Background: an optimization exercise with open tools, aiming at small area, a short achievable clock period and few clock cycles. Do not read the settings as production practice. Function was checked by simulation only, so behaviour that the tests miss may differ from the original.

## run 1
==> flow/design.v (excerpt) <==
module mult1(clk, rst, start, ack, multiplicand, multiplier, product, done);
Size: about 1,100 cells after synthesis, ~170 flip-flops, roughly 130 I/O pins, about 13,000 um^2 of cells after synthesis.
export LEC_CHECK = 0
export CAP_MARGIN = 20
export CORE_MARGIN = 2
export CORE_UTILIZATION = 60
export SETUP_SLACK_MARGIN = 2.2
export SLEW_MARGIN = 20
export SYNTH_HIERARCHICAL = 1
export SYNTH_MINIMUM_KEEP_SIZE = 0
create_clock -name core_clock -period 5.0 [get_ports {clk}]
standard.sh (not shown) runs the stock make flow with config.mk's settings and CLKGATE_MAP_FILE= SYNTH_SCRIPT=/design/flow/synth_recipe.tcl, a recipe that flattens the netlist after the stock synthesis.
==> flow/flow/run.sh <==
#!/bin/bash
# The standard layout (standard.sh: the ORFS synthesis and flow), with two changes:
# the port buffers that ORFS's buffer_ports inserts are the small sky130_fd_sc_hd__buf_1
# instead of the delay-cell buffer it picks by default (every port still gets a buffer),
# and clock tree synthesis adds no dummy load cells at the leaves.
set -euo pipefail
export BUFFER_PORTS_ARGS="-buffer_cell sky130_fd_sc_hd__buf_1"
export CTS_ARGS="-sink_clustering_enable -repair_clock_nets -dont_use_dummy_load -buf_list {sky130_fd_sc_hd__clkbuf_4 sky130_fd_sc_hd__clkbuf_8}"
bash standard.sh finish > standard.log 2>&1
Testbench counts of run 1, summed over its fixed seeds: cycles 3,299.
Here is what was changed in the inputs of run 2 compared with run 1.
- changing CORE_UTILIZATION from 60 to 65
- changing SETUP_SLACK_MARGIN from 2.2 to 1.7
==> flow/flow/run.sh <==
#!/bin/bash
# The standard layout (standard.sh: the ORFS synthesis and flow), with one change:
# the port buffers that ORFS's buffer_ports inserts are the small sky130_fd_sc_hd__buf_1
# instead of the delay-cell buffer it picks by default. Every port still gets a buffer.
set -euo pipefail
export BUFFER_PORTS_ARGS="-buffer_cell sky130_fd_sc_hd__buf_1"
bash standard.sh finish > standard.log 2>&1
==> summary.txt <==
- Compared with run 1, in run 2 met1 wire length shrank by 4.7%, die area decreased by about 7.5% relative to the old numbers, required arrival time at the worst endpoint now sits lower.
- Relative to run 1, the share of the clock period used by the worst path of run 2 is higher by 9.2 points.
- The first element of the critical path comes out sl_q[0] in one run and sl_q[5] in the other, namely in run 2 and run 1 respectively.
- Run 2 gives less final critical-path setup slack than run 1 did.
For run 3, these inputs were changed with respect to run 2:
- a change of SETUP_SLACK_MARGIN from 1.7 to 2.0
==> flow/flow/run.sh <==
#!/bin/bash
# The standard layout (standard.sh: the ORFS synthesis and flow), with two changes:
# the port buffers that ORFS's buffer_ports inserts are the small sky130_fd_sc_hd__buf_1
# instead of the delay-cell buffer it picks by default (every port still gets a buffer),
# and after timing repair ORFS's power recovery downsizes cells off the critical paths.
set -euo pipefail
export BUFFER_PORTS_ARGS="-buffer_cell sky130_fd_sc_hd__buf_1"
export RECOVER_POWER=100
bash standard.sh finish > standard.log 2>&1
==> comparison <==
The flow for run 3 finished, though final verification flagged max-capacitance violations, max-slew violations. A cell with the largest stage delay on the worst path of sky130_fd_sc_hd__o31ai_4 is what run 2 shows, while sky130_fd_sc_hd__a32oi_1 belongs to run 3. Taking run 2 as the reference, in run 3 post-route clock skew stayed essentially flat, post-layout worst setup margin went down by 0.65 ns, count of inverters not on the clock network in the layout held steady. Status: cell area parity (run 3, run 2).
The inputs of run 4 differ from those of run 3 as listed below.
- setting CTS_BUF_LIST to sky130_fd_sc_hd__clkbuf_4 sky130_fd_sc_hd__clkbuf_8 for the first time
==> flow/flow/run.sh <==
#!/bin/bash
# The standard layout (standard.sh: the ORFS synthesis and flow), with one change:
# the port buffers that ORFS's buffer_ports inserts are the small sky130_fd_sc_hd__buf_1
# instead of the delay-cell buffer it picks by default. Every port still gets a buffer.
set -euo pipefail
export BUFFER_PORTS_ARGS="-buffer_cell sky130_fd_sc_hd__buf_1"
bash standard.sh finish > standard.log 2>&1
--- outcome ---
Run 4 finished every stage and its layout cleared the timing, DRC and antenna checks. The share of the clock period used by the worst path of run 4 is lower than that of run 3. Of run 4 and run 3, the run reporting the higher fraction of area in registers was run 4. Of the two values seen for capturing element of the worst setup path, a_q[23] was produced by run 3 and a_q[30] by run 4. Compared with run 3, run 4 shows a post-synthesis to final-layout area growth that is 0.68 points lower. Changes observed in run 4 relative to run 3: final critical-path required period went down, delay of the slowest cell on the worst path fell by 0.25 ns.

-- re-timing with driven ports --
The flow's constraints put no driver on any port. The routed layouts listed below were extracted and timed again, unchanged, in two steps. Step 1: set_driving_cell puts a clkbuf_16 on clk and a buf_2 on each other input, an assumption about the parent block. Step 2 times the ports against the registers' clock, not the clock port: input delays grow and output delays shrink by t, the midpoint of the rising clock arrivals with the driver on. Slacks: ideal / step 1 / step 2; pairs: ideal / step 1.
| run | t (ns) | setup slack, ns | worst setup path at the end | worst slew at a driven data input, ns |
|---|---|---|---|---|
| run 1 | 0.499 | 2.280 / 2.280 / 1.933 | input to register | 0.04 |
| run 2 | 0.470 | 1.821 / 1.821 / 1.821 | register to register | 0.04 |
| run 3 | 0.468 | 1.166 / 1.166 / 1.166 | register to register | 0.04 |
| run 4 | 0.504 | 2.070 / 2.070 / 2.008 | input to register | 0.04 |
The setup slack of run 1, which loses most, moves by 0.000 ns with the drivers and by -0.347 ns with both steps.
